Background: an optimization exercise with open tools, aiming at small area and a short achievable clock period. Do not read the settings as production practice. The RTL was checked by simulation tests, not by an equivalence proof against the original design. Power figures rest on the tool's default switching activity, not on a simulated workload.

## flow/design.v

```verilog
module simd_addsub(
input  [15:0] a,
input  [15:0] b,
input  [1:0]  w,
input         sub,
output [15:0] s
);
wire [15:0] y = sub ? ~b : b;
wire p1 = (w != 2'd0);
wire p2 = (w == 2'd2);
wire [20:0] fx = {a[15:12], p1 | sub, a[11:8], p2 | sub, a[7:4], p1 | sub, a[3:0], sub};
wire [20:0] fy = {y[15:12], ~p1 & sub, y[11:8], ~p2 & sub, y[7:4], ~p1 & sub, y[3:0], sub};
wire [20:0] fs = fx + fy;
assign s = {fs[19:16], fs[14:11], fs[9:6], fs[4:1]};
endmodule
module simd_booth_enc(
  input  [15:0] b,
  input         m4, m8, m16,
  output [7:0]  one, two, neg
);
  wire nm4 = ~m4, nm8 = ~m8, nm16 = ~m16;
  assign one[0] = b[0];
  assign two[0] = b[1] & ~b[0];
  assign neg[0] = b[1];
  wire bm1 = b[1];
  assign one[1] = b[2] ^ bm1;
  assign two[1] = (b[3] & ~b[2] & ~bm1) | (~b[3] & b[2] & bm1);
  assign neg[1] = b[3];
  wire bm2 = (b[3] & nm4);
  assign one[2] = b[4] ^ bm2;
  assign two[2] = (b[5] & ~b[4] & ~bm2) | (~b[5] & b[4] & bm2);
  assign neg[2] = b[5];
  wire bm3 = b[5];
  assign one[3] = b[6] ^ bm3;
  assign two[3] = (b[7] & ~b[6] & ~bm3) | (~b[7] & b[6] & bm3);
  assign neg[3] = b[7];
  wire bm4 = (b[7] & m16);
  assign one[4] = b[8] ^ bm4;
  assign two[4] = (b[9] & ~b[8] & ~bm4) | (~b[9] & b[8] & bm4);
  assign neg[4] = b[9];
  wire bm5 = b[9];
  assign one[5] = b[10] ^ bm5;
  assign two[5] = (b[11] & ~b[10] & ~bm5) | (~b[11] & b[10] & bm5);
  assign neg[5] = b[11];
  wire bm6 = (b[11] & nm4);
  assign one[6] = b[12] ^ bm6;
  assign two[6] = (b[13] & ~b[12] & ~bm6) | (~b[13] & b[12] & bm6);
  assign neg[6] = b[13];
  wire bm7 = b[13];
  assign one[7] = b[14] ^ bm7;
  assign two[7] = (b[15] & ~b[14] & ~bm7) | (~b[15] & b[14] & bm7);
  assign neg[7] = b[15];
endmodule
module simd_mul(
  input  [15:0] a,
  input  [7:0]  one, two, neg,
  input  [31:0] x,
  input         r,
  input         m4, m8, m16,
  output [15:0] pl, pl1,
  output [15:0] hx, hy,
  output        hc
);
  wire nm4 = ~m4, nm8 = ~m8, nm16 = ~m16;
  wire t0 = (one[0] & a[0]) ^ neg[0];
  wire t1 = ((one[0] & a[1]) | (two[0] & a[0])) ^ neg[0];
  wire t2 = ((one[0] & a[2]) | (two[0] & a[1])) ^ neg[0];
  wire t3 = ((one[0] & a[3]) | (two[0] & a[2])) ^ neg[0];
  wire t4 = (m4 & (~(((one[0] | two[0]) & a[3]) ^ neg[0]))) | (nm4 & (((one[0] & a[4]) | (two[0] & a[3])) ^ neg[0]));
  wire t5 = one[0] & nm4;
  wire t6 = two[0] & nm4;
  wire t7 = neg[0] & nm4;
  wire t8 = ((t5 & a[5]) | (t6 & a[4])) ^ t7;
  wire t9 = ((t5 & a[6]) | (t6 & a[5])) ^ t7;
  wire t10 = ((t5 & a[7]) | (t6 & a[6])) ^ t7;
  wire t11 = (m8 & (~(((one[0] | two[0]) & a[7]) ^ neg[0]))) | (m16 & (((one[0] & a[8]) | (two[0] & a[7])) ^ neg[0]));
  wire t12 = one[0] & m16;
  wire t13 = two[0] & m16;
  wire t14 = neg[0] & m16;
  wire t15 = ((t12 & a[9]) | (t13 & a[8])) ^ t14;
  wire t16 = ((t12 & a[10]) | (t13 & a[9])) ^ t14;
  wire t17 = ((t12 & a[11]) | (t13 & a[10])) ^ t14;
  wire t18 = ((t12 & a[12]) | (t13 & a[11])) ^ t14;
  wire t19 = ((t12 & a[13]) | (t13 & a[12])) ^ t14;
  wire t20 = ((t12 & a[14]) | (t13 & a[13])) ^ t14;
  wire t21 = ((t12 & a[15]) | (t13 & a[14])) ^ t14;
  wire t22 = m16 & ~(((t12 | t13) & a[15]) ^ t14);
  wire t23 = (one[1] & a[0]) ^ neg[1];
  wire t24 = ((one[1] & a[1]) | (two[1] & a[0])) ^ neg[1];
  wire t25 = ((one[1] & a[2]) | (two[1] & a[1])) ^ neg[1];
  wire t26 = ((one[1] & a[3]) | (two[1] & a[2])) ^ neg[1];
  wire t27 = (m4 & (~(((one[1] | two[1]) & a[3]) ^ neg[1]))) | (nm4 & (((one[1] & a[4]) | (two[1] & a[3])) ^ neg[1]));
  wire t28 = one[1] & nm4;
  wire t29 = two[1] & nm4;
  wire t30 = neg[1] & nm4;
  wire t31 = ((t28 & a[5]) | (t29 & a[4])) ^ t30;
  wire t32 = ((t28 & a[6]) | (t29 & a[5])) ^ t30;
  wire t33 = ((t28 & a[7]) | (t29 & a[6])) ^ t30;
  wire t34 = (m8 & (~(((one[1] | two[1]) & a[7]) ^ neg[1]))) | (m16 & (((one[1] & a[8]) | (two[1] & a[7])) ^ neg[1]));
  wire t35 = one[1] & m16;
  wire t36 = two[1] & m16;
  wire t37 = neg[1] & m16;
  wire t38 = ((t35 & a[9]) | (t36 & a[8])) ^ t37;
  wire t39 = ((t35 & a[10]) | (t36 & a[9])) ^ t37;
  wire t40 = ((t35 & a[11]) | (t36 & a[10])) ^ t37;
  wire t41 = ((t35 & a[12]) | (t36 & a[11])) ^ t37;
  wire t42 = ((t35 & a[13]) | (t36 & a[12])) ^ t37;
  wire t43 = ((t35 & a[14]) | (t36 & a[13])) ^ t37;
  wire t44 = ((t35 & a[15]) | (t36 & a[14])) ^ t37;
  wire t45 = m16 & ~(((t35 | t36) & a[15]) ^ t37);
  wire t46 = one[2] & nm4;
  wire t47 = two[2] & nm4;
  wire t48 = neg[2] & nm4;
  wire t49 = (t46 & a[0]) ^ t48;
  wire t50 = ((t46 & a[1]) | (t47 & a[0])) ^ t48;
  wire t51 = ((t46 & a[2]) | (t47 & a[1])) ^ t48;
  wire t52 = ((t46 & a[3]) | (t47 & a[2])) ^ t48;
  wire t53 = (m4 & ((one[2] & a[4]) ^ neg[2])) | (nm4 & (((one[2] & a[4]) | (two[2] & a[3])) ^ neg[2]));
  wire t54 = ((one[2] & a[5]) | (two[2] & a[4])) ^ neg[2];
  wire t55 = ((one[2] & a[6]) | (two[2] & a[5])) ^ neg[2];
  wire t56 = ((one[2] & a[7]) | (two[2] & a[6])) ^ neg[2];
  wire t57 = (nm16 & (~(((one[2] | two[2]) & a[7]) ^ neg[2]))) | (m16 & (((one[2] & a[8]) | (two[2] & a[7])) ^ neg[2]));
  wire t58 = one[2] & m16;
  wire t59 = two[2] & m16;
  wire t60 = neg[2] & m16;
  wire t61 = ((t58 & a[9]) | (t59 & a[8])) ^ t60;
  wire t62 = ((t58 & a[10]) | (t59 & a[9])) ^ t60;
  wire t63 = ((t58 & a[11]) | (t59 & a[10])) ^ t60;
  wire t64 = ((t58 & a[12]) | (t59 & a[11])) ^ t60;
  wire t65 = ((t58 & a[13]) | (t59 & a[12])) ^ t60;
  wire t66 = ((t58 & a[14]) | (t59 & a[13])) ^ t60;
  wire t67 = ((t58 & a[15]) | (t59 & a[14])) ^ t60;
  wire t68 = m16 & ~(((t58 | t59) & a[15]) ^ t60);
  wire t69 = one[3] & nm4;
  wire t70 = two[3] & nm4;
  wire t71 = neg[3] & nm4;
  wire t72 = (t69 & a[0]) ^ t71;
  wire t73 = ((t69 & a[1]) | (t70 & a[0])) ^ t71;
  wire t74 = ((t69 & a[2]) | (t70 & a[1])) ^ t71;
  wire t75 = ((t69 & a[3]) | (t70 & a[2])) ^ t71;
  wire t76 = (m4 & ((one[3] & a[4]) ^ neg[3])) | (nm4 & (((one[3] & a[4]) | (two[3] & a[3])) ^ neg[3]));
  wire t77 = ((one[3] & a[5]) | (two[3] & a[4])) ^ neg[3];
  wire t78 = ((one[3] & a[6]) | (two[3] & a[5])) ^ neg[3];
  wire t79 = ((one[3] & a[7]) | (two[3] & a[6])) ^ neg[3];
  wire t80 = (nm16 & (~(((one[3] | two[3]) & a[7]) ^ neg[3]))) | (m16 & (((one[3] & a[8]) | (two[3] & a[7])) ^ neg[3]));
  wire t81 = one[3] & m16;
  wire t82 = two[3] & m16;
  wire t83 = neg[3] & m16;
  wire t84 = ((t81 & a[9]) | (t82 & a[8])) ^ t83;
  wire t85 = ((t81 & a[10]) | (t82 & a[9])) ^ t83;
  wire t86 = ((t81 & a[11]) | (t82 & a[10])) ^ t83;
  wire t87 = ((t81 & a[12]) | (t82 & a[11])) ^ t83;
  wire t88 = ((t81 & a[13]) | (t82 & a[12])) ^ t83;
  wire t89 = ((t81 & a[14]) | (t82 & a[13])) ^ t83;
  wire t90 = ((t81 & a[15]) | (t82 & a[14])) ^ t83;
  wire t91 = m16 & ~(((t81 | t82) & a[15]) ^ t83);
  wire t92 = one[4] & m16;
  wire t93 = two[4] & m16;
  wire t94 = neg[4] & m16;
  wire t95 = (t92 & a[0]) ^ t94;
  wire t96 = ((t92 & a[1]) | (t93 & a[0])) ^ t94;
  wire t97 = ((t92 & a[2]) | (t93 & a[1])) ^ t94;
  wire t98 = ((t92 & a[3]) | (t93 & a[2])) ^ t94;
  wire t99 = ((t92 & a[4]) | (t93 & a[3])) ^ t94;
  wire t100 = ((t92 & a[5]) | (t93 & a[4])) ^ t94;
  wire t101 = ((t92 & a[6]) | (t93 & a[5])) ^ t94;
  wire t102 = ((t92 & a[7]) | (t93 & a[6])) ^ t94;
  wire t103 = (nm16 & ((one[4] & a[8]) ^ neg[4])) | (m16 & (((one[4] & a[8]) | (two[4] & a[7])) ^ neg[4]));
  wire t104 = ((one[4] & a[9]) | (two[4] & a[8])) ^ neg[4];
  wire t105 = ((one[4] & a[10]) | (two[4] & a[9])) ^ neg[4];
  wire t106 = ((one[4] & a[11]) | (two[4] & a[10])) ^ neg[4];
  wire t107 = (m4 & (~(((one[4] | two[4]) & a[11]) ^ neg[4]))) | (nm4 & (((one[4] & a[12]) | (two[4] & a[11])) ^ neg[4]));
  wire t108 = one[4] & nm4;
  wire t109 = two[4] & nm4;
  wire t110 = neg[4] & nm4;
  wire t111 = ((t108 & a[13]) | (t109 & a[12])) ^ t110;
  wire t112 = ((t108 & a[14]) | (t109 & a[13])) ^ t110;
  wire t113 = ((t108 & a[15]) | (t109 & a[14])) ^ t110;
  wire t114 = nm4 & ~(((t108 | t109) & a[15]) ^ t110);
  wire t115 = one[5] & m16;
  wire t116 = two[5] & m16;
  wire t117 = neg[5] & m16;
  wire t118 = (t115 & a[0]) ^ t117;
  wire t119 = ((t115 & a[1]) | (t116 & a[0])) ^ t117;
  wire t120 = ((t115 & a[2]) | (t116 & a[1])) ^ t117;
  wire t121 = ((t115 & a[3]) | (t116 & a[2])) ^ t117;
  wire t122 = ((t115 & a[4]) | (t116 & a[3])) ^ t117;
  wire t123 = ((t115 & a[5]) | (t116 & a[4])) ^ t117;
  wire t124 = ((t115 & a[6]) | (t116 & a[5])) ^ t117;
  wire t125 = ((t115 & a[7]) | (t116 & a[6])) ^ t117;
  wire t126 = (nm16 & ((one[5] & a[8]) ^ neg[5])) | (m16 & (((one[5] & a[8]) | (two[5] & a[7])) ^ neg[5]));
  wire t127 = ((one[5] & a[9]) | (two[5] & a[8])) ^ neg[5];
  wire t128 = ((one[5] & a[10]) | (two[5] & a[9])) ^ neg[5];
  wire t129 = ((one[5] & a[11]) | (two[5] & a[10])) ^ neg[5];
  wire t130 = (m4 & (~(((one[5] | two[5]) & a[11]) ^ neg[5]))) | (nm4 & (((one[5] & a[12]) | (two[5] & a[11])) ^ neg[5]));
  wire t131 = one[5] & nm4;
  wire t132 = two[5] & nm4;
  wire t133 = neg[5] & nm4;
  wire t134 = ((t131 & a[13]) | (t132 & a[12])) ^ t133;
  wire t135 = ((t131 & a[14]) | (t132 & a[13])) ^ t133;
  wire t136 = ((t131 & a[15]) | (t132 & a[14])) ^ t133;
  wire t137 = nm4 & ~(((t131 | t132) & a[15]) ^ t133);
  wire t138 = one[6] & m16;
  wire t139 = two[6] & m16;
  wire t140 = neg[6] & m16;
  wire t141 = (t138 & a[0]) ^ t140;
  wire t142 = ((t138 & a[1]) | (t139 & a[0])) ^ t140;
  wire t143 = ((t138 & a[2]) | (t139 & a[1])) ^ t140;
  wire t144 = ((t138 & a[3]) | (t139 & a[2])) ^ t140;
  wire t145 = ((t138 & a[4]) | (t139 & a[3])) ^ t140;
  wire t146 = ((t138 & a[5]) | (t139 & a[4])) ^ t140;
  wire t147 = ((t138 & a[6]) | (t139 & a[5])) ^ t140;
  wire t148 = ((t138 & a[7]) | (t139 & a[6])) ^ t140;
  wire t149 = (m8 & ((one[6] & a[8]) ^ neg[6])) | (m16 & (((one[6] & a[8]) | (two[6] & a[7])) ^ neg[6]));
  wire t150 = one[6] & nm4;
  wire t151 = two[6] & nm4;
  wire t152 = neg[6] & nm4;
  wire t153 = ((t150 & a[9]) | (t151 & a[8])) ^ t152;
  wire t154 = ((t150 & a[10]) | (t151 & a[9])) ^ t152;
  wire t155 = ((t150 & a[11]) | (t151 & a[10])) ^ t152;
  wire t156 = (m4 & ((one[6] & a[12]) ^ neg[6])) | (nm4 & (((one[6] & a[12]) | (two[6] & a[11])) ^ neg[6]));
  wire t157 = ((one[6] & a[13]) | (two[6] & a[12])) ^ neg[6];
  wire t158 = ((one[6] & a[14]) | (two[6] & a[13])) ^ neg[6];
  wire t159 = ((one[6] & a[15]) | (two[6] & a[14])) ^ neg[6];
  wire t160 = ~(((one[6] | two[6]) & a[15]) ^ neg[6]);
  wire t161 = one[7] & m16;
  wire t162 = two[7] & m16;
  wire t163 = neg[7] & m16;
  wire t164 = (t161 & a[0]) ^ t163;
  wire t165 = ((t161 & a[1]) | (t162 & a[0])) ^ t163;
  wire t166 = ((t161 & a[2]) | (t162 & a[1])) ^ t163;
  wire t167 = ((t161 & a[3]) | (t162 & a[2])) ^ t163;
  wire t168 = ((t161 & a[4]) | (t162 & a[3])) ^ t163;
  wire t169 = ((t161 & a[5]) | (t162 & a[4])) ^ t163;
  wire t170 = ((t161 & a[6]) | (t162 & a[5])) ^ t163;
  wire t171 = ((t161 & a[7]) | (t162 & a[6])) ^ t163;
  wire t172 = (m8 & ((one[7] & a[8]) ^ neg[7])) | (m16 & (((one[7] & a[8]) | (two[7] & a[7])) ^ neg[7]));
  wire t173 = one[7] & nm4;
  wire t174 = two[7] & nm4;
  wire t175 = neg[7] & nm4;
  wire t176 = ((t173 & a[9]) | (t174 & a[8])) ^ t175;
  wire t177 = ((t173 & a[10]) | (t174 & a[9])) ^ t175;
  wire t178 = ((t173 & a[11]) | (t174 & a[10])) ^ t175;
  wire t179 = (m4 & ((one[7] & a[12]) ^ neg[7])) | (nm4 & (((one[7] & a[12]) | (two[7] & a[11])) ^ neg[7]));
  wire t180 = ((one[7] & a[13]) | (two[7] & a[12])) ^ neg[7];
  wire t181 = ((one[7] & a[14]) | (two[7] & a[13])) ^ neg[7];
  wire t182 = ((one[7] & a[15]) | (two[7] & a[14])) ^ neg[7];
  wire t183 = ~(((one[7] | two[7]) & a[15]) ^ neg[7]);
  wire t184 = (m4 & neg[0]) | (m8 & neg[0]) | (m16 & neg[0]);
  wire t185 = (m4 & neg[1]) | (m8 & neg[1]) | (m16 & neg[1]);
  wire t186 = (m8 & neg[2]) | (m16 & neg[2]);
  wire t187 = (m8 & neg[3]) | (m16 & neg[3]);
  wire t188 = (m4 & neg[2]) | (m16 & neg[4]);
  wire t189 = (m4 & neg[3]) | (m16 & neg[5]);
  wire t190 = (m16 & neg[6]);
  wire t191 = (m16 & neg[7]);
  wire t192 = (m4 & neg[4]) | (m8 & neg[4]);
  wire t193 = (m4 & neg[5]) | (m8 & neg[5]);
  wire t194 = (m8 & neg[6]);
  wire t195 = (m8 & neg[7]);
  wire t196 = (m4 & neg[6]);
  wire t197 = (m4 & neg[7]);
  wire t198 = x[0] ^ t184;
  wire t199 = x[0] & t184;
  wire t200 = x[1] ^ t1;
  wire t201 = x[1] & t1;
  wire fs202, fc202;
  assign {fc202, fs202} = {1'b0, x[2]} + {1'b0, t185} + {1'b0, t2};
  wire t203 = t23 ^ t201;
  wire t204 = t23 & t201;
  wire fs205, fc205;
  assign {fc205, fs205} = {1'b0, x[3]} + {1'b0, t3} + {1'b0, t24};
  wire t206 = fc202 ^ t204;
  wire t207 = fc202 & t204;
  wire fs208, fc208;
  assign {fc208, fs208} = {1'b0, x[4]} + {1'b0, t186} + {1'b0, t25};
  wire fs209, fc209;
  assign {fc209, fs209} = {1'b0, t49} + {1'b0, t4} + {1'b0, fc205};
  wire t210 = fs208 ^ t207;
  wire t211 = fs208 & t207;
  wire fs212, fc212;
  assign {fc212, fs212} = {1'b0, x[5]} + {1'b0, t8} + {1'b0, t26};
  wire fs213, fc213;
  assign {fc213, fs213} = {1'b0, t50} + {1'b0, fc208} + {1'b0, fs212};
  wire t214 = fc209 ^ t211;
  wire t215 = fc209 & t211;
  wire fs216, fc216;
  assign {fc216, fs216} = {1'b0, x[6]} + {1'b0, t187} + {1'b0, t9};
  wire fs217, fc217;
  assign {fc217, fs217} = {1'b0, t51} + {1'b0, t72} + {1'b0, t27};
  wire fs218, fc218;
  assign {fc218, fs218} = {1'b0, fc212} + {1'b0, fs216} + {1'b0, fs217};
  wire t219 = fc213 ^ t215;
  wire t220 = fc213 & t215;
  wire fs221, fc221;
  assign {fc221, fs221} = {1'b0, x[7]} + {1'b0, t10} + {1'b0, t31};
  wire t222 = fc221 & nm4;
  wire fs223, fc223;
  assign {fc223, fs223} = {1'b0, t52} + {1'b0, t73} + {1'b0, fc216};
  wire t224 = fc223 & nm4;
  wire fs225, fc225;
  assign {fc225, fs225} = {1'b0, fs221} + {1'b0, fc217} + {1'b0, fs223};
  wire t226 = fc225 & nm4;
  wire t227 = fc218 ^ t220;
  wire t228 = fc218 & t220;
  wire t229 = t228 & nm4;
  wire fs230, fc230;
  assign {fc230, fs230} = {1'b0, x[8]} + {1'b0, t188} + {1'b0, t32};
  wire fs231, fc231;
  assign {fc231, fs231} = {1'b0, t74} + {1'b0, t95} + {1'b0, t11};
  wire fs232, fc232;
  assign {fc232, fs232} = {1'b0, t53} + {1'b0, fs230} + {1'b0, t222};
  wire fs233, fc233;
  assign {fc233, fs233} = {1'b0, fs231} + {1'b0, t224} + {1'b0, fs232};
  wire t234 = t226 ^ fs233;
  wire t235 = t226 & fs233;
  wire fs236, fc236;
  assign {fc236, fs236} = {1'b0, x[9]} + {1'b0, t15} + {1'b0, t33};
  wire fs237, fc237;
  assign {fc237, fs237} = {1'b0, t54} + {1'b0, t75} + {1'b0, t96};
  wire fs238, fc238;
  assign {fc238, fs238} = {1'b0, fc230} + {1'b0, fs236} + {1'b0, fs237};
  wire fs239, fc239;
  assign {fc239, fs239} = {1'b0, fc231} + {1'b0, fs238} + {1'b0, fc232};
  wire t240 = fc233 ^ fs239;
  wire t241 = fc233 & fs239;
  wire fs242, fc242;
  assign {fc242, fs242} = {1'b0, x[10]} + {1'b0, t189} + {1'b0, t16};
  wire fs243, fc243;
  assign {fc243, fs243} = {1'b0, t55} + {1'b0, t97} + {1'b0, t118};
  wire fs244, fc244;
  assign {fc244, fs244} = {1'b0, t34} + {1'b0, t76} + {1'b0, fc236};
  wire fs245, fc245;
  assign {fc245, fs245} = {1'b0, fc237} + {1'b0, fs242} + {1'b0, fs243};
  wire fs246, fc246;
  assign {fc246, fs246} = {1'b0, fc238} + {1'b0, fs244} + {1'b0, fs245};
  wire t247 = fs246 ^ fc239;
  wire t248 = fs246 & fc239;
  wire fs249, fc249;
  assign {fc249, fs249} = {1'b0, x[11]} + {1'b0, t17} + {1'b0, t38};
  wire fs250, fc250;
  assign {fc250, fs250} = {1'b0, t56} + {1'b0, t77} + {1'b0, t98};
  wire fs251, fc251;
  assign {fc251, fs251} = {1'b0, t119} + {1'b0, fc242} + {1'b0, fc243};
  wire fs252, fc252;
  assign {fc252, fs252} = {1'b0, fs249} + {1'b0, fs250} + {1'b0, fc244};
  wire fs253, fc253;
  assign {fc253, fs253} = {1'b0, fc245} + {1'b0, fs251} + {1'b0, fc246};
  wire t254 = fs252 ^ t248;
  wire t255 = fs252 & t248;
  wire fs256, fc256;
  assign {fc256, fs256} = {1'b0, x[12]} + {1'b0, t190} + {1'b0, t18};
  wire fs257, fc257;
  assign {fc257, fs257} = {1'b0, t39} + {1'b0, t78} + {1'b0, t99};
  wire fs258, fc258;
  assign {fc258, fs258} = {1'b0, t120} + {1'b0, t141} + {1'b0, t57};
  wire fs259, fc259;
  assign {fc259, fs259} = {1'b0, fc249} + {1'b0, fc250} + {1'b0, fs256};
  wire fs260, fc260;
  assign {fc260, fs260} = {1'b0, fs257} + {1'b0, fs258} + {1'b0, fc251};
  wire fs261, fc261;
  assign {fc261, fs261} = {1'b0, fs259} + {1'b0, fc252} + {1'b0, fs260};
  wire t262 = fc253 ^ fs261;
  wire t263 = fc253 & fs261;
  wire fs264, fc264;
  assign {fc264, fs264} = {1'b0, x[13]} + {1'b0, t19} + {1'b0, t40};
  wire fs265, fc265;
  assign {fc265, fs265} = {1'b0, t61} + {1'b0, t79} + {1'b0, t100};
  wire fs266, fc266;
  assign {fc266, fs266} = {1'b0, t121} + {1'b0, t142} + {1'b0, fc256};
  wire fs267, fc267;
  assign {fc267, fs267} = {1'b0, fc257} + {1'b0, fs264} + {1'b0, fs265};
  wire fs268, fc268;
  assign {fc268, fs268} = {1'b0, fc258} + {1'b0, fc259} + {1'b0, fs266};
  wire fs269, fc269;
  assign {fc269, fs269} = {1'b0, fs267} + {1'b0, fc260} + {1'b0, fs268};
  wire t270 = fc261 ^ fs269;
  wire t271 = fc261 & fs269;
  wire fs272, fc272;
  assign {fc272, fs272} = {1'b0, x[14]} + {1'b0, t191} + {1'b0, t20};
  wire fs273, fc273;
  assign {fc273, fs273} = {1'b0, t41} + {1'b0, t62} + {1'b0, t101};
  wire fs274, fc274;
  assign {fc274, fs274} = {1'b0, t122} + {1'b0, t143} + {1'b0, t164};
  wire fs275, fc275;
  assign {fc275, fs275} = {1'b0, t80} + {1'b0, fc264} + {1'b0, fc265};
  wire fs276, fc276;
  assign {fc276, fs276} = {1'b0, fs272} + {1'b0, fs273} + {1'b0, fs274};
  wire fs277, fc277;
  assign {fc277, fs277} = {1'b0, fc266} + {1'b0, fc267} + {1'b0, fs275};
  wire fs278, fc278;
  assign {fc278, fs278} = {1'b0, fs276} + {1'b0, fc268} + {1'b0, fs277};
  wire t279 = fc269 ^ fs278;
  wire t280 = fc269 & fs278;
  wire fs281, fc281;
  assign {fc281, fs281} = {1'b0, x[15]} + {1'b0, t21} + {1'b0, t42};
  wire t282 = fc281 & m16;
  wire fs283, fc283;
  assign {fc283, fs283} = {1'b0, t63} + {1'b0, t84} + {1'b0, t102};
  wire t284 = fc283 & m16;
  wire fs285, fc285;
  assign {fc285, fs285} = {1'b0, t123} + {1'b0, t144} + {1'b0, t165};
  wire t286 = fc285 & m16;
  wire fs287, fc287;
  assign {fc287, fs287} = {1'b0, fc272} + {1'b0, fc273} + {1'b0, fc274};
  wire t288 = fc287 & m16;
  wire fs289, fc289;
  assign {fc289, fs289} = {1'b0, fs281} + {1'b0, fs283} + {1'b0, fs285};
  wire t290 = fc289 & m16;
  wire fs291, fc291;
  assign {fc291, fs291} = {1'b0, fc275} + {1'b0, fc276} + {1'b0, fs287};
  wire t292 = fc291 & m16;
  wire fs293, fc293;
  assign {fc293, fs293} = {1'b0, fs289} + {1'b0, fc277} + {1'b0, fs291};
  wire t294 = fc293 & m16;
  wire t295 = fc278 ^ fs293;
  wire t296 = fc278 & fs293;
  wire t297 = t296 & m16;
  wire fs298, fc298;
  assign {fc298, fs298} = {1'b0, x[16]} + {1'b0, t192} + {1'b0, t22};
  wire fs299, fc299;
  assign {fc299, fs299} = {1'b0, t43} + {1'b0, t64} + {1'b0, t85};
  wire fs300, fc300;
  assign {fc300, fs300} = {1'b0, t124} + {1'b0, t145} + {1'b0, t166};
  wire fs301, fc301;
  assign {fc301, fs301} = {1'b0, t103} + {1'b0, fs298} + {1'b0, fs299};
  wire fs302, fc302;
  assign {fc302, fs302} = {1'b0, fs300} + {1'b0, t282} + {1'b0, t284};
  wire fs303, fc303;
  assign {fc303, fs303} = {1'b0, t286} + {1'b0, fs301} + {1'b0, t288};
  wire fs304, fc304;
  assign {fc304, fs304} = {1'b0, t290} + {1'b0, fs302} + {1'b0, t292};
  wire fs305, fc305;
  assign {fc305, fs305} = {1'b0, fs303} + {1'b0, t294} + {1'b0, fs304};
  wire fs306, fc306;
  assign {fc306, fs306} = {1'b0, x[17]} + {1'b0, t44} + {1'b0, t65};
  wire fs307, fc307;
  assign {fc307, fs307} = {1'b0, t86} + {1'b0, t104} + {1'b0, t125};
  wire fs308, fc308;
  assign {fc308, fs308} = {1'b0, t146} + {1'b0, t167} + {1'b0, fc298};
  wire fs309, fc309;
  assign {fc309, fs309} = {1'b0, fc299} + {1'b0, fc300} + {1'b0, fs306};
  wire fs310, fc310;
  assign {fc310, fs310} = {1'b0, fs307} + {1'b0, fc301} + {1'b0, fs308};
  wire fs311, fc311;
  assign {fc311, fs311} = {1'b0, fs309} + {1'b0, fc302} + {1'b0, fs310};
  wire fs312, fc312;
  assign {fc312, fs312} = {1'b0, fc303} + {1'b0, fs311} + {1'b0, fc304};
  wire fs313, fc313;
  assign {fc313, fs313} = {1'b0, x[18]} + {1'b0, t193} + {1'b0, t45};
  wire fs314, fc314;
  assign {fc314, fs314} = {1'b0, t66} + {1'b0, t87} + {1'b0, t105};
  wire fs315, fc315;
  assign {fc315, fs315} = {1'b0, t147} + {1'b0, t168} + {1'b0, t126};
  wire fs316, fc316;
  assign {fc316, fs316} = {1'b0, fc306} + {1'b0, fc307} + {1'b0, fs313};
  wire fs317, fc317;
  assign {fc317, fs317} = {1'b0, fs314} + {1'b0, fs315} + {1'b0, fc308};
  wire fs318, fc318;
  assign {fc318, fs318} = {1'b0, fc309} + {1'b0, fs316} + {1'b0, fc310};
  wire fs319, fc319;
  assign {fc319, fs319} = {1'b0, fs317} + {1'b0, fc311} + {1'b0, fs318};
  wire fs320, fc320;
  assign {fc320, fs320} = {1'b0, x[19]} + {1'b0, t67} + {1'b0, t88};
  wire fs321, fc321;
  assign {fc321, fs321} = {1'b0, t106} + {1'b0, t127} + {1'b0, t148};
  wire fs322, fc322;
  assign {fc322, fs322} = {1'b0, t169} + {1'b0, fc313} + {1'b0, fc314};
  wire fs323, fc323;
  assign {fc323, fs323} = {1'b0, fs320} + {1'b0, fs321} + {1'b0, fc315};
  wire fs324, fc324;
  assign {fc324, fs324} = {1'b0, fc316} + {1'b0, fs322} + {1'b0, fs323};
  wire fs325, fc325;
  assign {fc325, fs325} = {1'b0, fc317} + {1'b0, fs324} + {1'b0, fc318};
  wire fs326, fc326;
  assign {fc326, fs326} = {1'b0, x[20]} + {1'b0, t194} + {1'b0, t68};
  wire fs327, fc327;
  assign {fc327, fs327} = {1'b0, t89} + {1'b0, t128} + {1'b0, t170};
  wire fs328, fc328;
  assign {fc328, fs328} = {1'b0, t107} + {1'b0, t149} + {1'b0, fc320};
  wire fs329, fc329;
  assign {fc329, fs329} = {1'b0, fc321} + {1'b0, fs326} + {1'b0, fs327};
  wire fs330, fc330;
  assign {fc330, fs330} = {1'b0, fc322} + {1'b0, fs328} + {1'b0, fs329};
  wire fs331, fc331;
  assign {fc331, fs331} = {1'b0, fc323} + {1'b0, fs330} + {1'b0, fc324};
  wire fs332, fc332;
  assign {fc332, fs332} = {1'b0, x[21]} + {1'b0, t90} + {1'b0, t111};
  wire fs333, fc333;
  assign {fc333, fs333} = {1'b0, t129} + {1'b0, t153} + {1'b0, t171};
  wire fs334, fc334;
  assign {fc334, fs334} = {1'b0, fc326} + {1'b0, fc327} + {1'b0, fs332};
  wire fs335, fc335;
  assign {fc335, fs335} = {1'b0, fs333} + {1'b0, fc328} + {1'b0, fc329};
  wire fs336, fc336;
  assign {fc336, fs336} = {1'b0, fs334} + {1'b0, fc330} + {1'b0, fs335};
  wire fs337, fc337;
  assign {fc337, fs337} = {1'b0, x[22]} + {1'b0, t195} + {1'b0, t91};
  wire fs338, fc338;
  assign {fc338, fs338} = {1'b0, t112} + {1'b0, t154} + {1'b0, t130};
  wire fs339, fc339;
  assign {fc339, fs339} = {1'b0, t172} + {1'b0, fc332} + {1'b0, fc333};
  wire fs340, fc340;
  assign {fc340, fs340} = {1'b0, fs337} + {1'b0, fs338} + {1'b0, fc334};
  wire fs341, fc341;
  assign {fc341, fs341} = {1'b0, fs339} + {1'b0, fc335} + {1'b0, fs340};
  wire fs342, fc342;
  assign {fc342, fs342} = {1'b0, x[23]} + {1'b0, t113} + {1'b0, t134};
  wire t343 = fc342 & nm4;
  wire fs344, fc344;
  assign {fc344, fs344} = {1'b0, t155} + {1'b0, t176} + {1'b0, fc337};
  wire t345 = fc344 & nm4;
  wire fs346, fc346;
  assign {fc346, fs346} = {1'b0, fs342} + {1'b0, fc338} + {1'b0, fc339};
  wire t347 = fc346 & nm4;
  wire fs348, fc348;
  assign {fc348, fs348} = {1'b0, fs344} + {1'b0, fc340} + {1'b0, fs346};
  wire t349 = fc348 & nm4;
  wire fs350, fc350;
  assign {fc350, fs350} = {1'b0, x[24]} + {1'b0, t196} + {1'b0, t114};
  wire fs351, fc351;
  assign {fc351, fs351} = {1'b0, t135} + {1'b0, t177} + {1'b0, t156};
  wire fs352, fc352;
  assign {fc352, fs352} = {1'b0, fs350} + {1'b0, t343} + {1'b0, fs351};
  wire fs353, fc353;
  assign {fc353, fs353} = {1'b0, t345} + {1'b0, fs352} + {1'b0, t347};
  wire fs354, fc354;
  assign {fc354, fs354} = {1'b0, x[25]} + {1'b0, t136} + {1'b0, t157};
  wire fs355, fc355;
  assign {fc355, fs355} = {1'b0, t178} + {1'b0, fc350} + {1'b0, fs354};
  wire fs356, fc356;
  assign {fc356, fs356} = {1'b0, fc351} + {1'b0, fs355} + {1'b0, fc352};
  wire fs357, fc357;
  assign {fc357, fs357} = {1'b0, x[26]} + {1'b0, t197} + {1'b0, t137};
  wire fs358, fc358;
  assign {fc358, fs358} = {1'b0, t158} + {1'b0, t179} + {1'b0, fc354};
  wire fs359, fc359;
  assign {fc359, fs359} = {1'b0, fs357} + {1'b0, fc355} + {1'b0, fs358};
  wire fs360, fc360;
  assign {fc360, fs360} = {1'b0, x[27]} + {1'b0, t159} + {1'b0, t180};
  wire fs361, fc361;
  assign {fc361, fs361} = {1'b0, fc357} + {1'b0, fs360} + {1'b0, fc358};
  wire fs362, fc362;
  assign {fc362, fs362} = {1'b0, x[28]} + {1'b0, t160} + {1'b0, t181};
  wire t363 = fc360 ^ fs362;
  wire t364 = fc360 & fs362;
  wire fs365, fc365;
  assign {fc365, fs365} = {1'b0, x[29]} + {1'b0, t182} + {1'b0, fc362};
  wire t366 = x[30] ^ t183;
  wire t367 = x[30] & t183;
  wire t368 = t0 & t198;
  wire t369 = t199 & t200;
  wire t370 = fs202 & t203;
  wire t371 = fs205 & t206;
  wire t372 = fs209 & t210;
  wire t373 = fs213 & t214;
  wire t374 = fs218 & t219;
  wire t375 = fs225 & t227;
  wire t376 = t229 & t234;
  wire t377 = t235 & t240;
  wire t378 = t241 & t247;
  wire t379 = fs253 & t254;
  wire t380 = t255 & t262;
  wire t381 = t263 & t270;
  wire t382 = t271 & t279;
  wire t383 = t280 & t295;
  wire t384 = t0 ^ t198;
  wire t385 = t199 ^ t200;
  wire t386 = fs202 ^ t203;
  wire t387 = fs205 ^ t206;
  wire t388 = fs209 ^ t210;
  wire t389 = fs213 ^ t214;
  wire t390 = fs218 ^ t219;
  wire t391 = fs225 ^ t227;
  wire t392 = t229 ^ t234;
  wire t393 = t235 ^ t240;
  wire t394 = t241 ^ t247;
  wire t395 = fs253 ^ t254;
  wire t396 = t255 ^ t262;
  wire t397 = t263 ^ t270;
  wire t398 = t271 ^ t279;
  wire t399 = t280 ^ t295;
  wire t400 = t369 | (t385 & t368);
  wire t401 = t370 | (t386 & t369);
  wire t402 = t386 & t385;
  wire t403 = t371 | (t387 & t370);
  wire t404 = t387 & t386;
  wire t405 = t372 | (t388 & t371);
  wire t406 = t388 & t387;
  wire t407 = t373 | (t389 & t372);
  wire t408 = t389 & t388;
  wire t409 = t374 | (t390 & t373);
  wire t410 = t390 & t389;
  wire t411 = t375 | (t391 & t374);
  wire t412 = t391 & t390;
  wire t413 = 1'b0 | (nm4 & t375);
  wire t414 = nm4 & t391;
  wire t415 = t376 | (t392 & 1'b0);
  wire t416 = t392 & nm4;
  wire t417 = t377 | (t393 & t376);
  wire t418 = t393 & t392;
  wire t419 = t378 | (t394 & t377);
  wire t420 = t394 & t393;
  wire t421 = t379 | (t395 & t378);
  wire t422 = t395 & t394;
  wire t423 = t380 | (t396 & t379);
  wire t424 = t396 & t395;
  wire t425 = t381 | (t397 & t380);
  wire t426 = t397 & t396;
  wire t427 = t382 | (t398 & t381);
  wire t428 = t398 & t397;
  wire t429 = t383 | (t399 & t382);
  wire t430 = t399 & t398;
  wire t431 = t401 | (t402 & t368);
  wire t432 = t403 | (t404 & t400);
  wire t433 = t405 | (t406 & t401);
  wire t434 = t406 & t402;
  wire t435 = t407 | (t408 & t403);
  wire t436 = t408 & t404;
  wire t437 = t409 | (t410 & t405);
  wire t438 = t410 & t406;
  wire t439 = t411 | (t412 & t407);
  wire t440 = t412 & t408;
  wire t441 = t413 | (t414 & t409);
  wire t442 = t414 & t410;
  wire t443 = t415 | (t416 & t411);
  wire t444 = t416 & t412;
  wire t445 = t417 | (t418 & t413);
  wire t446 = t418 & t414;
  wire t447 = t419 | (t420 & t415);
  wire t448 = t420 & t416;
  wire t449 = t421 | (t422 & t417);
  wire t450 = t422 & t418;
  wire t451 = t423 | (t424 & t419);
  wire t452 = t424 & t420;
  wire t453 = t425 | (t426 & t421);
  wire t454 = t426 & t422;
  wire t455 = t427 | (t428 & t423);
  wire t456 = t428 & t424;
  wire t457 = t429 | (t430 & t425);
  wire t458 = t430 & t426;
  wire t459 = t433 | (t434 & t368);
  wire t460 = t435 | (t436 & t400);
  wire t461 = t437 | (t438 & t431);
  wire t462 = t439 | (t440 & t432);
  wire t463 = t441 | (t442 & t433);
  wire t464 = t442 & t434;
  wire t465 = t443 | (t444 & t435);
  wire t466 = t444 & t436;
  wire t467 = t445 | (t446 & t437);
  wire t468 = t446 & t438;
  wire t469 = t447 | (t448 & t439);
  wire t470 = t448 & t440;
  wire t471 = t449 | (t450 & t441);
  wire t472 = t450 & t442;
  wire t473 = t451 | (t452 & t443);
  wire t474 = t452 & t444;
  wire t475 = t453 | (t454 & t445);
  wire t476 = t454 & t446;
  wire t477 = t455 | (t456 & t447);
  wire t478 = t456 & t448;
  wire t479 = t457 | (t458 & t449);
  wire t480 = t458 & t450;
  wire t481 = t463 | (t464 & t368);
  wire t482 = t465 | (t466 & t400);
  wire t483 = t467 | (t468 & t431);
  wire t484 = t469 | (t470 & t432);
  wire t485 = t471 | (t472 & t459);
  wire t486 = t473 | (t474 & t460);
  wire t487 = t475 | (t476 & t461);
  wire t488 = t477 | (t478 & t462);
  wire t489 = t479 | (t480 & t463);
  wire t490 = t480 & t464;
  wire t491 = t489 | (t490 & t368);
  wire t492 = t384 ^ 1'b0;
  wire t493 = t385 ^ t368;
  wire t494 = t386 ^ t400;
  wire t495 = t387 ^ t431;
  wire t496 = t388 ^ t432;
  wire t497 = t389 ^ t459;
  wire t498 = t390 ^ t460;
  wire t499 = t391 ^ t461;
  wire t500 = nm4 ^ t462;
  wire t501 = t392 ^ t481;
  wire t502 = t393 ^ t482;
  wire t503 = t394 ^ t483;
  wire t504 = t395 ^ t484;
  wire t505 = t396 ^ t485;
  wire t506 = t397 ^ t486;
  wire t507 = t398 ^ t487;
  wire t508 = t399 ^ t488;
  wire t509 = (t384 | r) ^ 1'b0;
  wire t510 = (t385 | r) ^ t368;
  wire t511 = (t386 | r) ^ t400;
  wire t512 = (t387 | r) ^ t431;
  wire t513 = (t388 | r) ^ t432;
  wire t514 = (t389 | r) ^ t459;
  wire t515 = (t390 | r) ^ t460;
  wire t516 = (t391 | r) ^ t461;
  wire t517 = (nm4 | r) ^ t462;
  wire t518 = (t392 | r) ^ t481;
  wire t519 = (t393 | r) ^ t482;
  wire t520 = (t394 | r) ^ t483;
  wire t521 = (t395 | r) ^ t484;
  wire t522 = (t396 | r) ^ t485;
  wire t523 = (t397 | r) ^ t486;
  wire t524 = (t398 | r) ^ t487;
  wire t525 = (t399 | r) ^ t488;
  assign pl = {t508, t507, t506, t505, t504, t503, t502, t501, t499, t498, t497, t496, t495, t494, t493, t492};
  assign pl1 = {t525, t524, t523, t522, t521, t520, t519, t518, t516, t515, t514, t513, t512, t511, t510, t509};
  assign hc = t491 & m16;
  assign hx = {x[31], fc365, t364, fc361, fc359, fc356, fc353, t349, fc341, fc336, fc331, fc325, fc319, fc312, fc305, t297};
  assign hy = {t367, t366, fs365, t363, fs361, fs359, fs356, fs353, fs348, fs341, fs336, fs331, fs325, fs319, fs312, fs305};
endmodule
module simd_shift(
input  [15:0] d,
input  [1:0]  w,
input         right,
input         arith,
output [15:0] q
);
wire s4 = (w == 2'd0);
wire s16 = (w == 2'd2);
wire [15:0] tops = {1'b1, 3'b0, s4, 3'b0, ~s16, 3'b0, s4, 3'b0};
wire [15:0] bots = {3'b0, s4, 3'b0, ~s16, 3'b0, s4, 3'b0, 1'b1};
wire [15:0] rsh = ({1'b0, d[15:1]} & ~tops) | (d & tops & {16{arith}});
wire [15:0] lsh = {d[14:0], 1'b0} & ~bots;
assign q = right ? rsh : lsh;
endmodule
module SIMD(
input [11:0] instruction,
input clk,
input rst,
output [31:0] outputvalue
);
reg  [11:8] cmd;             
reg  rst_d;                  
reg  [255:0] rf;             
reg  [15:0] ra;              
reg  [7:0]  e_one, e_two, e_neg;    
reg  [31:0] e_x;             
reg  e_m4, e_m8, e_m16;       
reg  [3:0] e_dst;
reg  [15:0] res_l, out_l, out_h;
reg  [15:0] w_hx, w_hy;      
reg  w_hc, w_k24;            
reg  [15:0] sel_a;
reg  [3:0]  sel_w, sel_b, sel_c;
wire [11:0] ins = instruction;
wire [3:0] ins_a = (ins[11:10] == 2'b10) ? {ins[3:2], ins[1:0]} : {ins[7:6], ins[1:0]};
always @(posedge clk) begin
  sel_a <= 16'd1 << ins_a;
  sel_w <= 4'd1 << ins[7:6];
  sel_b <= 4'd1 << ins[3:2];
  sel_c <= 4'd1 << ins[5:4];
end
wire [3:0] op = cmd[11:8];
wire [1:0] w  = {sel_w[2] | sel_w[3], sel_w[1] | sel_w[3]};
wire [1:0] fc = {sel_c[2] | sel_c[3], sel_c[1] | sel_c[3]};
wire       fb0 = sel_b[1] | sel_b[3];
wire nop = rst | rst_d;
wire mul = ~nop & (op[3:1] == 3'd1);
reg [15:0] rd_a, rd_b, rd_c;
reg [15:0] bank [0:3];
integer r, k;
always @* begin
  rd_a = 16'd0;
  for (r = 0; r < 16; r = r + 1)
    rd_a = rd_a | ({16{sel_a[r]}} & rf[16*r +: 16]);
  for (k = 0; k < 4; k = k + 1) begin
    bank[k] = 16'd0;
    for (r = 0; r < 4; r = r + 1)
      bank[k] = bank[k] | ({16{sel_w[r]}} & rf[16*(4*r+k) +: 16]);
  end
  rd_b = 16'd0;
  rd_c = 16'd0;
  for (k = 0; k < 4; k = k + 1) begin
    rd_b = rd_b | ({16{sel_b[k]}} & bank[k]);
    rd_c = rd_c | ({16{sel_c[k]}} & bank[k]);
  end
end
wire [15:0] as_out;
simd_addsub as(.a(rd_a), .b(rd_b), .w(w), .sub(op == 4'd1), .s(as_out));
wire [15:0] sh_out;
simd_shift sh(.d(rd_a), .w(w), .right(fb0), .arith(op == 4'd6), .q(sh_out));
wire [15:0] pre = ({16{~nop & (op[3:1] == 3'd0)}} & as_out)
                | ({16{~nop & ((op == 4'd4) | (op == 4'd6))}} & sh_out)
                | ({16{~nop & (op == 4'd8)}}  & (rd_a & rd_c))
                | ({16{~nop & (op == 4'd9)}}  & (rd_a | rd_c))
                | ({16{~nop & (op == 4'd10)}} & (rd_a ^ rd_c))
                | ({16{~nop & (op == 4'd11)}} & ~rd_a);
wire m4 = sel_w[0], m8 = sel_w[1], m16 = sel_w[2] | sel_w[3];
wire [7:0] one, two, neg;
simd_booth_enc be(.b(rd_b), .m4(m4), .m8(m8), .m16(m16), .one(one), .two(two), .neg(neg));
wire [3:0] par4 = {^rd_b[15:12], ^rd_b[11:8], ^rd_b[7:4], ^rd_b[3:0]};
wire [1:0] par8 = {par4[3] ^ par4[2], par4[1] ^ par4[0]};
wire par16 = par8[1] ^ par8[0];
wire [3:0] q;
assign q[0] = ~(rd_a[3] & par4[0]);
assign q[1] = m4 ? ~(rd_a[7] & par4[1]) : ~(rd_a[7] & par8[0]);
assign q[2] = ~(rd_a[11] & par4[2]);
assign q[3] = m4 ? ~(rd_a[15] & par4[3]) : m8 ? ~(rd_a[15] & par8[1]) : ~(rd_a[15] & par16);
wire [15:0] c = (op == 4'd3) ? rd_c : 16'd0;
wire [31:0] x4 = {q[3], 1'b0, 1'b1, ~c[15], c[15:12], q[2], 1'b0, 1'b1, ~c[11], c[11:8],
                  q[1], 1'b0, 1'b1, ~c[7],  c[7:4],   q[0], 1'b0, 1'b1, ~c[3],  c[3:0]};
wire [31:0] x8 = {q[3], 1'b0, 1'b1, 1'b0, 1'b1, 1'b0, 1'b1, ~c[15], c[15:8],
                  q[1], 1'b0, 1'b1, 1'b0, 1'b1, 1'b0, 1'b1, ~c[7],  c[7:0]};
wire [31:0] x16 = {q[3], 1'b0, 1'b1, 1'b0, 1'b1, 1'b0, 1'b1, 1'b0, 1'b1, 1'b0, 1'b1,
                   1'b0, 1'b1, 1'b0, 1'b1, ~c[15], c[15:0]};
wire [31:0] x = ~mul ? {16'hAAAB, pre} : m4 ? x4 : m8 ? x8 : x16;
always @(posedge clk) begin
  ra <= rd_a;
  e_one <= one & {8{mul}};
  e_two <= two & {8{mul}};
  e_neg <= neg & {8{mul}};
  e_x <= x;
  e_m4 <= mul & m4;
  e_m8 <= mul & m8;
  e_m16 <= ~mul | m16;
  e_dst <= nop ? 4'd0 : {w, fc};
  rst_d <= rst;
  cmd <= instruction[11:8];
end
wire [15:0] res, res1, hx, hy;
wire hc;
simd_mul mu(.a(ra), .one(e_one), .two(e_two), .neg(e_neg), .x(e_x), .r(rst_d),
            .m4(e_m4), .m8(e_m8), .m16(e_m16), .pl(res), .pl1(res1), .hx(hx), .hy(hy), .hc(hc));
wire [17:0] hs = {w_hx[15:8], w_k24, w_hx[7:0], w_hc} + {w_hy[15:8], 1'b0, w_hy[7:0], w_hc};
integer i;
always @(posedge clk) begin
  res_l <= res;
  w_hx <= hx;
  w_hy <= hy;
  w_hc <= hc;
  w_k24 <= ~e_m4;
  out_l <= res_l;
  out_h <= {hs[17:10], hs[8:1]};
  for (i = 0; i < 16; i = i + 1)
    if (rst_d | (e_dst == i))
      rf[16*i +: 16] <= (res1 & rf_init(i)) | (res & ~rf_init(i));
end
function [15:0] rf_init(input integer r);
  case (r)
    1:  rf_init = 16'b0001_1000_1000_0100;
    2:  rf_init = 16'b1110_0110_0110_1100;
    4:  rf_init = 16'b0010_0111_0100_1100;
    5:  rf_init = 16'b1101_1000_1000_0101;
    8:  rf_init = 16'b0001_0110_0100_1010;
    9:  rf_init = 16'b1111_1010_1010_0100;
    13: rf_init = 16'b0001_1000_1000_0100;
    default: rf_init = 16'b0;
  endcase
endfunction
assign outputvalue = {out_h, out_l};
endmodule
```

## flow/flow/run.sh

```bash
#!/bin/bash
set -euo pipefail
bash standard.sh SETUP_SLACK_MARGIN=5.5 finish > make_finish.log 2>&1
```

## flow/standard.sh

```bash
#!/bin/bash
# synth_recipe.tcl (not shown) runs the flow's synth.tcl, then flattens the netlist and writes it again
# the make line also repeats each setting of config.mk as NAME=value (left out here)
make -C /OpenROAD-flow-scripts/flow DESIGN_CONFIG=/design/flow/config.mk WORK_HOME=/design/flow/orfs CLKGATE_MAP_FILE= SYNTH_SCRIPT=/design/flow/synth_recipe.tcl "${@:-finish}"
```

## flow/config.mk

```make
export PLATFORM = sky130hd
export DESIGN_NAME = SIMD
export DESIGN_NICKNAME = SIMD
export VERILOG_FILES = /design/flow/design.v
export SDC_FILE = /design/flow/constraint.sdc
export NUM_CORES = 4
export LEC_CHECK = 0
export CAP_MARGIN = 20
export CORE_MARGIN = 2
export CORE_UTILIZATION = 60
export CTS_CLUSTER_DIAMETER = 150
export CTS_CLUSTER_SIZE = 16
export SLEW_MARGIN = 20
```

## flow/constraint.sdc

```tcl
create_clock -name core_clock -period 10.0 [get_ports {clk}]
set_input_delay 2.0000 -clock core_clock [delete_from_list [all_inputs] [get_ports {clk}]]
set_output_delay 2.0000 -clock core_clock [all_outputs]
set_load 0.01 [all_outputs]
```

==> results.toml, run 1 <==
[drt]
dr.first_iter.drc_count = 3079
wl_per_cell_um = 28.97
via_per_inst = 6.830
dr.max_layer_used = "met5"
wl_met1_um = 32680
drt_pass1_iterations = 8
ant_nets = 0
met3_wirelength_um = 11690
routed_wl_um = 89920
vias = 21200
drc = 0
wl_met2_um = 39460

[power_and_ir_drop]
p_sw_w = 0.001754
p_leak_nw = 11.29
power_density_nw_per_um2 = 176.5
p_clk_share_pct = 23.2
peakVddDrop_mv = 0.2038
power.internal_w = 0.003449
comb_power_share_pct = 29.3
sequentialPowerShare_pct = 47.5
switching_share_pct = 33.71

[timing]
hold_viol = 0
max_freq_ghz = 0.2187
worstMarginPinSlew_ns = 1.256
tns_ns = 0
rsz0062_at_grt = "yes"
finClkSkew_ns = 0.03826
period_minus_slack_ns = 4.572
finalSetupViolCount = 0
maxSlewViolCount = 0
relSlewSlack_pct = 16.30
post-route-period-util_pct = 45.72

[synth]
synth_top_cell_by_area = "edfxtp_1"
synth_edf_count = 256
synth_area_per_cell_um2 = 10.60
synthTopCellsByCount = "a22oi_1, edfxtp_1, nand2_1"
synth.cell_area_um2 = 26360
synth_most_common_cell = "a22oi_1"
ys_async_sr_fraction_pct = 0
synthCells = 2487
syn_nets = 2731
synthDistinctLibCells = 69
ys_top_cells_by_area = "edfxtp_1, dfxtp_1, a22oi_1"
synthFlopType = "edfxtp_1"
ys_seq_area_share_pct = 43.67
ys_warn_count = 2
synth.top_cell.area_share_pct = 29.16
synth-seq-cells = 447

[die]
die_h_um = 213.6
rows = 76
boundaryPins = 46
start_util_pct = 60.93
fp.coreArea_um2 = 43270
die_area_um2 = 45630
die_w_um = 213.6

[outcome]
status = "no timing/DRC/antenna violations"

[critical_path]
r2r-end = "rf[159]$_DFFE_PP_"
cp-end-kind = "flip-flop"
critical_path.endpoint = "rf[159]$_DFFE_PP_"
critPathLaunch = "e_two[4]$_DFF_P_"
cp.required_ns = 10.37
r2r-start = "e_two[4]$_DFF_P_"
worstPathArrival_ns = 4.94
path_max_fanout = 6
reg2reg_slack_ns = 5.43
worstSetupPathType = "reg -> reg"
ff2ff_path_depth = 15
startpoint_type = "flip-flop"

[final_layout]
fillers = 3355
multi_input_area_um2 = 13970
fin_util_pct = 68.12
fin_area_um2 = 29470
drive_above_1_share_pct = 12.43
register_area_um2 = 11630
area_delta_synth_final_pct = 11.81
nets = 2743
final_cells = 3104
diodes = 0

[clock_tree]
clk_pin_slew_ns = 0.08
cts-root-buf = "clkbuf_16"
clock-sinks = 447
cts_buffers = 31
cts_tree = "done"
cts-htree-levels = 1
clkLatencyLatePin_ns = 0.65
cts_max_path_buffers = 3
hold_buffers = 0

[placement]
placed_area_um2 = 27380
placed_cells = 2983
routabilityCongestion = 0.9471
dp_hpwl_um = 58790
io_buffers = 45

[grt]
overflow = 0
antenna_found_initial = 2
grt_usage_pct = 39.47
grt_pass1_vias = 20260
grt_pass1_wl_um = 130800
grt_max_degree = 69

[hold_path]
hold_path_class = "reg -> reg"
hold_depth = 0

[run]
cap_violations = 0
power groups by stage:
stage	Clock (W)	Sequential (W)	Combinational [W]
6_report	0.00121	0.00247	0.00153
5_1_grt	0.00129	0.00249	0.00163
4_1_cts	0.00122	0.00246	0.00145
3_5_place_dp	0	0.00253	0.00133
3_3_place_gp	0	0.00252	0.00131
2_1_floorplan	0	0.00242	0.000885
metal layers:
layer	vias to the layer above	track usage (%)
met3	368	11.06
met5	-	0
met2	1613	59.65
li1	8975	-
met4	2	21.89
met1	10240	51.59
per-stage QoR:
| step | hold slack, ns | power, W | worst slack [ns] |
|---|---|---|---|
| final | 0.3282 | 0.005203 | 5.428 |
| after global routing | 0.3314 | 0.005413 | 5.250 |
| after CTS | 0.3240 | 0.005134 | 5.486 |
| after detailed placement | 0.3135 | 0.003858 | 4.676 |
| after global placement | 0.3102 | 0.003829 | 4.756 |
| after floorplan | 0.3096 | 0.003305 | 5.496 |
worst max-delay path, stage by stage (launching register included):
cell and delay [ns]:
dfxtp_4 0.38, buf_4 0.15, a22oi_1 0.20, xnor2_1 0.14
nand2_1 0.10, fa_1 0.47, fa_1 0.52, fa_1 0.50
fa_1 0.61, inv_1 0.07, ha_1 0.31, ha_4 0.34
a21oi_2 0.08, buf_6 0.14, buf_4 0.13, xor2_2 0.18
layout make-up:
class	instances	share of cell area, %
multi-input combinational	1671	47.40
sequential	447	39.47
timing repair buffer	178	5.493
clock buffer	52	2.899
tap	585	2.483
inverter	169	2.165
clock inverter	1	0.06792
timing repair inverter	1	0.01698
registers in the layout (all words and copies together) (netlist names), 8 cells and up:
register  cells
rf          256
e_x          30
out_h        16
out_l        16
ra           16
res_l        16
sel_a        16
w_hx         16
w_hy         15
e_neg         8
e_one         8
e_two         8
logic make-up after synthesis:
group / synth area share [%]
AOI/OAI and AO/OA: 18.80
and+or+nand+nor: 9.161
DFF: 43.67
buffers and inverters: 5.354
adders and majority gates: 14.31
xor gates and xnor gates: 7.276
muxes: 1.433
what timing repair did:
action	in CTS	in global routing
buffers inserted	55	10
cloned	3	0
gates resized for setup	112	38
setup endpoints to repair	168	124
pin swaps	22	31
cells in the final DEF (no fill, tap or decap), drive strengths merged, types with 53 or more instances in the layout:
| cell type | count |
|---|---|
| a21oi | 57 |
| a22oi | 346 |
| buf | 130 |
| clkbuf | 53 |
| dfxtp | 191 |
| edfxtp | 256 |
| fa | 119 |
| ha | 111 |
| inv | 169 |
| nand2 | 224 |
| nor2 | 135 |
| xnor2 | 151 |
| xor2 | 68 |
worst min-delay path by stage:
| stage | startpoint | to |
|---|---|---|
| floorplan | res_l[0]$_DFF_P_ | out_l[0]$_DFF_P_ |
| global placement | res_l[8]$_DFF_P_ | out_l[8]$_DFF_P_ |
| detailed placement | res_l[6]$_DFF_P_ | out_l[6]$_DFF_P_ |
| CTS | res_l[13]$_DFF_P_ | out_l[13]$_DFF_P_ |
| global route | res_l[13]$_DFF_P_ | out_l[13]$_DFF_P_ |
| finish | res_l[13]$_DFF_P_ | out_l[13]$_DFF_P_ |
==> run 2: changes to the inputs <==
--- a/flow/config.mk
+++ b/flow/config.mk
@@ -7,7 +7,7 @@
 export LEC_CHECK = 0
 export CAP_MARGIN = 20
 export CORE_MARGIN = 2
-export CORE_UTILIZATION = 60
+export CORE_UTILIZATION = 65
 export CTS_CLUSTER_DIAMETER = 150
-export CTS_CLUSTER_SIZE = 16
+export CTS_CLUSTER_SIZE = 20
 export SLEW_MARGIN = 20
==> run 2 against run 1 <==
  * Via count rose by 0.81%
  * Register-to-register slack lost 0.03 ns
  * Synthesized area stayed put
  * Power shrank 1.2%
  * Worst setup slack worse by 0.029 ns
  * Worst hold slack improved by 0.0031 ns
  * Critical path depth rose by 2
  * Clock power fell by 7%
  * Die area down 7.6%
  * Cell area about the same
  * Final cell count decreased by 2.1%
  * Global-route usage is 2.8 points higher
  * Highest routed layer unchanged
==> results.toml, run 2 <==
[outcome]
status = "no timing/DRC/antenna violations"

[power_and_ir_drop]
p_clk_share_pct = 21.7
comb_power_share_pct = 30.1
power_density_nw_per_um2 = 174.3
sequentialPowerShare_pct = 48.1
peakVddDrop_mv = 0.1874
p_leak_nw = 11.26
power.internal_w = 0.003398
switching_share_pct = 33.91
p_sw_w = 0.001744

[die]
start_util_pct = 66.04
boundaryPins = 46
rows = 73
die_w_um = 205.4
die_h_um = 205.4
fp.coreArea_um2 = 39910
die_area_um2 = 42180

[synth]
ys_async_sr_fraction_pct = 0
synth_area_per_cell_um2 = 10.60
synth.cell_area_um2 = 26360
synthFlopType = "edfxtp_1"
ys_seq_area_share_pct = 43.67
synth_most_common_cell = "a22oi_1"
syn_nets = 2731
synth.top_cell.area_share_pct = 29.16
synthTopCellsByCount = "a22oi_1, edfxtp_1, nand2_1"
synthDistinctLibCells = 69
synth_top_cell_by_area = "edfxtp_1"
synthCells = 2487
synth_edf_count = 256
ys_top_cells_by_area = "edfxtp_1, dfxtp_1, a22oi_1"
synth-seq-cells = 447
ys_warn_count = 2

[grt]
antenna_found_initial = 1
grt_pass1_vias = 20720
grt_usage_pct = 42.26
grt_max_degree = 69
overflow = 0
grt_pass1_wl_um = 130000

[timing]
hold_ws_ns = 0.3313
rsz0062_at_grt = "yes"
relSlewSlack_pct = 20.07
finClkSkew_ns = 0.04298
finalSetupViolCount = 0
worstMarginPinSlew_ns = 1.197
period_minus_slack_ns = 4.602
tns_ns = 0
hold_viol = 0
post-route-period-util_pct = 46.02
max_freq_ghz = 0.2173
maxSlewViolCount = 0

[placement]
dp_hpwl_um = 57840
io_buffers = 45
routabilityCongestion = 0.9686

[clock_tree]
hold_buffers = 0
cts_buffers = 26
cts_tree = "done"
cts_max_path_buffers = 3
cts-htree-levels = 1
clk_pin_slew_ns = 0.08
cts-root-buf = "clkbuf_16"
clkLatencyLatePin_ns = 0.62
clock-sinks = 447

[final_layout]
final_cell_mix = "a22oi_1, edfxtp_1, nand2_1, inv_1, dfxtp_1"
top_register = "rf"
area_delta_synth_final_pct = 11.89
diodes = 0
largest_reg_flops = 256
largestRegisters = "rf: 256 flops, e_x: 30 flops"
nets = 2742
final_common_cell = "a22oi_1"
drive_above_1_share_pct = 13.24
fillers = 2737
fin_util_pct = 73.89

[critical_path]
worstSetupPathType = "reg -> reg"
cp_top_family = "adder cells"
cp_slowest_cell = "fa_1"
startpoint_type = "flip-flop"
cp.required_ns = 10.34
path_max_fanout = 7
cp-end-kind = "flip-flop"
critPathMaxStageDelay_ns = 0.55
critPathBufInv = 3
path_cells = "a22oi_2 > xor2_1 > nor2_1 > fa_1 > inv_2 > fa_1 > fa_1 > inv_2 > ha_4 > ha_4 > nor2b_4 > nand3_2 > o2111ai_4 > o311ai_4 > o21a_4 > xnor2_4 > clkbuf_16"
worstPathArrival_ns = 4.94
crit_path_frequent_cell = "fa_1"

[drt]
routed_wl_um = 89090
wl_per_cell_um = 29.31
drc = 0
ant_nets = 0
drt_pass1_iterations = 6
vias = 21370
via_per_inst = 7.030
dr.first_iter.drc_count = 3493

[run]
cap_violations = 0

[hold_path]
hold_path_class = "reg -> reg"
==> run 2: cell counts after synthesis <==
Identical to the previous run, type by type.
==> run 2: stage by stage <==
stage	std cells	total power [W]	worst slack (ns)	instance area, µm²
after floorplan	2487	0.003305	5.496	26590
after global placement	2917	0.003810	4.788	27260
after detailed placement	2919	0.003849	4.630	27290
after CTS	3025	0.005034	5.477	29030
after global routing	3040	0.005322	5.303	29490
final	3040	0.005142	5.398	29490
==> run 2: repair_timing <==
item                       4_1_cts  5_1_grt
setup endpoints to repair      141      139
pin swaps                       19       36
cloned                           3        1
setup buffers                   58       13
gates resized for setup        117       64
==> run 2: metal layers <==
metal  track usage, %  vias to the layer above  wire length (µm)
met4            25.05                        2              6386
li1                 -                     8965                 -
met3            12.26                      408             12670
met5           0.3571                        -                 9
met1            52.75                    10260             30860
met2            65.53                     1733             39170
==> run 2: worst paths after layout <==
| check | from | endpoint | slack (ns) | cells after the start |
|---|---|---|---|---|
| max | e_two[1]$_DFF_P_ | rf[110]$_DFFE_PP_ | 5.40 | 17 |
| min | res_l[8]$_DFF_P_ | out_l[8]$_DFF_P_ | 0.33 | 0 |
| max reg2reg | e_two[1]$_DFF_P_ | rf[110]$_DFFE_PP_ | 5.40 | 17 |
| min reg2reg | res_l[8]$_DFF_P_ | out_l[8]$_DFF_P_ | 0.33 | 0 |
==> run 2: cells by family (layout without fill, tap and decap cells) <==
family          after synthesis  in the layout  synth area share (%)
simple gates                535            535                 9.161
mux                          24             24                 1.433
flops                       447            447                 43.67
compound gates              663            663                 18.80
xor+xnor                    219            219                 7.276
fa+ha+maj                   230            230                 14.31
buf+inv                     369            397                 5.354
==> run 2: cell type report <==
type	instances	area, µm²	area share, %
Tap cell	525	656.9	2.227
Sequential cell	447	11650	39.50
Clock buffer	44	739.5	2.507
Clock inverter	1	16.27	0.05515
Timing Repair inverter	1	5.005	0.01697
Timing Repair Buffer	182	1743	5.909
Multi-Input combinational cell	1671	14050	47.62
Inverter	169	638.1	2.163
==> run 2: power groups by stage <==
| stage | Clock (W) | Sequential, W | Combinational (W) |
|---|---|---|---|
| finish | 0.00112 | 0.00247 | 0.00155 |
| global route | 0.00118 | 0.00249 | 0.00165 |
| CTS | 0.00112 | 0.00246 | 0.00146 |
| detailed placement | 0 | 0.00253 | 0.00132 |
| global placement | 0 | 0.00252 | 0.00129 |
| floorplan | 0 | 0.00242 | 0.000885 |
==> run 2: worst register-to-register path: stages, from the launching register on <==
cell,delay (ns)
dfxtp_4,0.39
a22oi_2,0.23
xor2_1,0.17
nor2_1,0.08
fa_1,0.55
inv_2,0.05
fa_1,0.45
fa_1,0.51
inv_2,0.05
ha_4,0.22
ha_4,0.26
nor2b_4,0.18
nand3_2,0.11
o2111ai_4,0.25
o311ai_4,0.20
o21a_4,0.30
xnor2_4,0.17
clkbuf_16,0.17

-- re-timing with driven ports --
No port has a modelled driver above. Below, the same layouts with a new extraction and two added sets of constraints.
Step 1 (the two cells are an assumption about what drives the block):
set clk [get_ports {clk}]
set_driving_cell -lib_cell sky130_fd_sc_hd__clkbuf_16 $clk
set_driving_cell -lib_cell sky130_fd_sc_hd__buf_2 [delete_from_list [all_inputs] $clk]
Step 2 also shifts input and output timing later by t, the mid clock arrival at the registers, as if the neighbouring blocks saw the same clock.
a / b / c = ideal ports / drivers / drivers and shift; a / b = the first two.
run | t, ns | slack for setup (ns) | hold WS [ns] | worst setup path after step 2 | cell pins on the clock port's net
run 1 | 0.685 | 5.428 / 5.428 / 5.428 | 0.328 / 0.328 / 0.328 | register to register | 1
run 2 | 0.654 | 5.398 / 5.398 / 5.398 | 0.331 / 0.331 / 0.331 | register to register | 1
After both steps every run listed still meets setup and hold.
